Background: an optimization exercise with open tools, aiming at small area. Do not read the settings as production practice. Only simulation tests tie the RTL to the original design; equivalence was not proved. Power and IR drop assume default switching activity.

==> job 3387 <==
==> flow/design.v <==
`timescale 1ns/1ps
module my_cpu(
	input [7:0]io_input,
	output reg [7:0]io_input_id,
	output reg [7:0]io_output,
	output reg [7:0]io_output_id,
	input [32-1:0]instruction,
	output reg [14-1:0]PC,
	output reg [16-1:0]A,
	input [7:0]data_in,
	output reg [7:0]data_out,
	output reg cs,
	output reg we,
	input clk,
	input rst
);
reg [7:0]S[15:0];
wire [3:0]w_instruction;
wire [14-1:0]data_src;
wire [14-1:0]data_dst;
reg [15:0]result;
reg C;
reg Z;
assign w_instruction = instruction[31:28];
assign data_src = instruction[13:0];
assign data_dst = instruction[27:14];
reg [14-1:0]jump_addr;
reg jump_en;
always @(posedge clk or negedge rst) begin
	if(rst == 0) begin
		PC <= 0;
	end else begin
		if(jump_en == 0) begin
			PC <= PC + 14'b1;
		end else begin
			PC <= jump_addr;
		end
	end
end
reg [7:0]operand1;
reg [7:0]operand2;
always @(*) begin
	A = 0;
	operand1 = 0;
	operand2 = 0;
	case(data_src[10:8])
		3'b000: operand1 = data_src[7:0];
		3'b001: operand1 = S[data_src[3:0]];
		3'b010: begin A = data_src[7:0]; operand1 = data_in; end
		3'b011: begin A = S[data_src[3:0]]; operand1 = data_in; end
		3'b100: operand1 = io_input;
	endcase
	case(data_dst[9:8])
		3'b000: operand2 = data_dst[7:0];
		3'b001: operand2 = S[data_dst[3:0]];
		default: operand2 = 0;
	endcase 
end
always @(*) begin
	case(w_instruction) 
		4'h01: 		result = operand1;
		4'h02: 		result = operand1;
		4'h03: 		result = operand1;
		4'h04: 		result = operand1;
		4'h05: 		result = operand2 + operand1;
		4'h06: 		result = operand2 + operand1 + C;
		4'h07: 		result = operand2 - operand1;
		4'h08: 		result = operand2 - operand1 - C;
		4'h09: 			result = operand2 | operand1;
		4'h0A: 		result = operand2 & operand1;
		4'h0B: 		result = operand2 ^ operand1;
		4'h0C: 	result = operand2 - operand1;
		4'h0D: 		result = operand2 - operand1;
		4'h0E: 		result = operand1;
		4'h0F: 	result = operand1;
		default: 	result = 0;
	endcase
end
integer i;
always @(posedge clk or negedge rst) begin
	if(rst == 0) begin
		cs <= 1;
		we <= 1;
		data_out <= 0;
		jump_addr <= 0;
		jump_en <= 0;
		C <= 0;
		Z <= 0;
		for(i=0;i<16;i=i+1) S[i] <= 0;
	    io_input_id <= 0;
	    io_output <= 0;
	    io_output_id <= 0;
	end else begin
		C <= result[8];
		Z <= (result == 0);
		jump_en <= 0;
		case(w_instruction)
			4'h01: begin
				S[data_dst[3:0]] <= result[7:0];
				cs <= 0;
				we <= 1;
			end
			4'h02: begin
				data_out <= result[7:0];
				cs <= 0;
				we <= 0;
			end
			4'h03: begin
				S[data_dst[3:0]] <= result[7:0];
			end 
			4'h04: begin
				case(data_src[12:11])
					2'b00: begin
						jump_addr <= result[14-1:0];
						jump_en <= 1;
					end
					2'b01: begin
						if(Z==1) begin
							jump_addr <= result[14-1:0];
							jump_en <= 1;
						end else begin
							jump_addr <= PC;
						end
					end
					2'b10: begin
						if(C==1) begin
							jump_addr <= result[14-1:0];
							jump_en <= 1;
						end else begin
							jump_addr <= PC;
						end
					end
					2'b11: begin
						if({Z,C}==2'b11) begin
							jump_addr <= result[14-1:0];
							jump_en <= 1;
						end else begin
							jump_addr <= PC;
						end
					end
				endcase
			end
			4'h05: begin
				S[data_dst[3:0]] <= result[7:0];
			end 
			4'h06: begin
				S[data_dst[3:0]] <= result[7:0];
			end 
			4'h07: begin
				S[data_dst[3:0]] <= result[7:0];
			end 
			4'h08: begin
				S[data_dst[3:0]] <= result[7:0];
			end  
			4'h09: begin
				S[data_dst[3:0]] <= result[7:0];
			end 
			4'h0A: begin
				S[data_dst[3:0]] <= result[7:0];
			end 
			4'h0B: begin
				S[data_dst[3:0]] <= result[7:0];
			end 
			4'h0E: begin
				S[data_dst[3:0]] <= result[7:0];
				io_input_id <= operand2;
			end
			4'h0F: begin
				io_output_id <= operand2;
				io_output <= result[7:0];
			end
			4'h0C: begin end
			4'h0D: begin end
			default: begin
			end
		endcase
	end
end
endmodule 
==> flow/run.sh <==
#!/bin/bash
# synth_recipe.tcl (not shown) runs the flow's synth.tcl, then flattens the netlist and writes it again
# the make line also repeats each setting of config.mk as NAME=value (left out here)
make -C /OpenROAD-flow-scripts/flow DESIGN_CONFIG=/design/flow/config.mk WORK_HOME=/design/flow/orfs CLKGATE_MAP_FILE= SYNTH_SCRIPT=/design/flow/synth_recipe.tcl finish
==> flow/config.mk <==
export PLATFORM = sky130hd
export DESIGN_NAME = my_cpu
export DESIGN_NICKNAME = my_cpu
export VERILOG_FILES = /design/flow/design.v
export SDC_FILE = /design/flow/constraint.sdc
export NUM_CORES = 4
export LEC_CHECK = 0
export CAP_MARGIN = 20
export CORE_MARGIN = 2
export CORE_UTILIZATION = 40
export SLEW_MARGIN = 20
==> flow/constraint.sdc <==
create_clock -name core_clock -period 9.0 [get_ports {clk}]
set_input_delay 1.8000 -clock core_clock [delete_from_list [all_inputs] [get_ports {clk}]]
set_output_delay 1.8000 -clock core_clock [all_outputs]
set_load 0.01 [all_outputs]
==> job 7675 (differences from job 3387) <==
==> flow/design.v, changed modules only <==
module my_cpu(
	input [7:0]io_input,
	output reg [7:0]io_input_id,
	output reg [7:0]io_output,
	output reg [7:0]io_output_id,
	input [31:0]instruction,
	output reg [13:0]PC,
	output [15:0]A,
	input [7:0]data_in,
	output reg [7:0]data_out,
	output reg cs,
	output reg we,
	input clk,
	input rst
);
reg [7:0] S [15:0];
reg C, Z;
reg jump_en;
reg [7:0] jump_addr;
wire [3:0] op = instruction[31:28];
wire [2:0] smode = instruction[10:8];
wire [1:0] dmode = instruction[23:22];
wire [3:0] sreg = instruction[3:0];
wire [3:0] dreg = instruction[17:14];
wire [1:0] jcond = instruction[12:11];
wire [7:0] rs = S[sreg];
wire [7:0] rd = S[dreg];
reg [7:0] o1;
always @(*) begin
	case (smode)
		3'd0: o1 = instruction[7:0];
		3'd1: o1 = rs;
		3'd2, 3'd3: o1 = data_in;
		3'd4: o1 = io_input;
		default: o1 = 8'd0;
	endcase
end
assign A[15:8] = 8'd0;
assign A[7:0] = (smode == 3'd2) ? instruction[7:0] : (smode == 3'd3) ? rs : 8'd0;
wire [7:0] o2 = (dmode == 2'd0) ? instruction[21:14] : (dmode == 2'd1) ? rd : 8'd0;
wire is_add = (op == 4'd5) | (op == 4'd6);
wire is_sub = (op == 4'd7) | (op == 4'd8) | (op == 4'd12) | (op == 4'd13);
wire is_mov = (op == 4'd1) | (op == 4'd2) | (op == 4'd3) | (op == 4'd4) | (op == 4'd14) | (op == 4'd15);
wire cin = (op == 4'd6) ? C : (op == 4'd8) ? ~C : is_sub;
wire [8:0] sum = {1'b0, o2} + {1'b0, o1 ^ {8{is_sub}}} + {8'd0, cin};
reg [8:0] R;
always @(*) begin
	case (op)
		4'd5, 4'd6: R = sum;
		4'd7, 4'd8, 4'd12, 4'd13: R = {~sum[8], sum[7:0]};
		4'd9: R = {1'b0, o2 | o1};
		4'd10: R = {1'b0, o2 & o1};
		4'd11: R = {1'b0, o2 ^ o1};
		4'd0: R = 9'd0;
		default: R = {1'b0, o1};
	endcase
end
wire wr = (op == 4'd1) | (op == 4'd3) | (op == 4'd5) | (op == 4'd6) | (op == 4'd7) |
          (op == 4'd8) | (op == 4'd9) | (op == 4'd10) | (op == 4'd11) | (op == 4'd14);
reg take;
always @(*) begin
	case (jcond)
		2'd0: take = 1'b1;
		2'd1: take = Z;
		2'd2: take = C;
		default: take = Z & C;
	endcase
end
always @(posedge clk)
	jump_addr <= o1;
integer i;
always @(posedge clk or negedge rst) begin
	if (!rst) begin
		PC <= 14'd0;
		C <= 1'b0;
		Z <= 1'b0;
		jump_en <= 1'b0;
		cs <= 1'b1;
		we <= 1'b1;
		data_out <= 8'd0;
		io_input_id <= 8'd0;
		io_output <= 8'd0;
		io_output_id <= 8'd0;
		for (i = 0; i < 16; i = i + 1) S[i] <= 8'd0;
	end else begin
		PC <= jump_en ? {6'd0, jump_addr} : PC + 14'd1;
		C <= R[8];
		Z <= (R == 9'd0);
		jump_en <= (op == 4'd4) & take;
		if (op == 4'd1 || op == 4'd2) cs <= 1'b0;
		if (op == 4'd1) we <= 1'b1;
		if (op == 4'd2) we <= 1'b0;
		if (op == 4'd2) data_out <= o1;
		if (op == 4'd14) io_input_id <= o2;
		if (op == 4'd15) begin io_output_id <= o2; io_output <= o1; end
		if (wr) S[dreg] <= R[7:0];
	end
end
endmodule
Settings changed: ABC_AREA set to 1.
==> comparison table <==
item	job 3387	job 7675
Sequential cell count	193	187
Initial cell density of the core	40.3%	40.5%
Internal power contribution	1930 µW	1660 µW
Gate count after technology mapping	1,447	1,436
Overall die height	179 µm	166 µm
Layout area overhead	16.0%	18.2%
GRT met2 Usage	44.8%	42.9%
Status	timing/DRC/antenna clean	timing/DRC/antenna clean
Synth Area in Simple Gates	20.0%	31.5%
Worst-path clk slew	0.07 ns	0.08 ns
Pin slew with the least headroom to its limit	1.06 ns	1.05 ns
Post-DP HPWL	32,000 µm	27,100 µm
Uppermost layer routed	met4	met5
Drt total wl	44,300 µm	37,000 µm
Startpoint of the lowest-slack register-to-register path	S[15][0]	S[8][2]
Sum of routed wire segments on met1	18,500 µm	16,000 µm

## separate check: timing with driven ports
The flow's constraints put no driver on any port. The routed layouts listed below were extracted and timed again, unchanged, in two steps.
Step 1 sets driving cells, clkbuf_16 on the clock port and buf_2 on the other inputs (assumed; they add their load-dependent delay and slew).
Step 2 adds t to the input delays and takes it off the output delays; t is the mean of the earliest and latest rising clock arrival at the registers after step 1. Input paths then give back, and output paths get back, about the clock's delay inside the block.
Three values: no drivers, after step 1, after step 2; two values: the first two.
run | shift t [ns] | slack for setup (ns) | worst slew at a driven data input, ns | pins driven straight from the clock port
job 3387 | 0.491 | 1.645 / 1.673 / 1.181 | 0.05 | 1
job 7675 | 0.492 | 1.791 / 1.766 / 1.586 | 0.08 | 1
After both steps every run listed still meets setup and hold. The setup slack of job 3387, which loses most, moves by +0.028 ns with the drivers and by -0.464 ns with both steps.
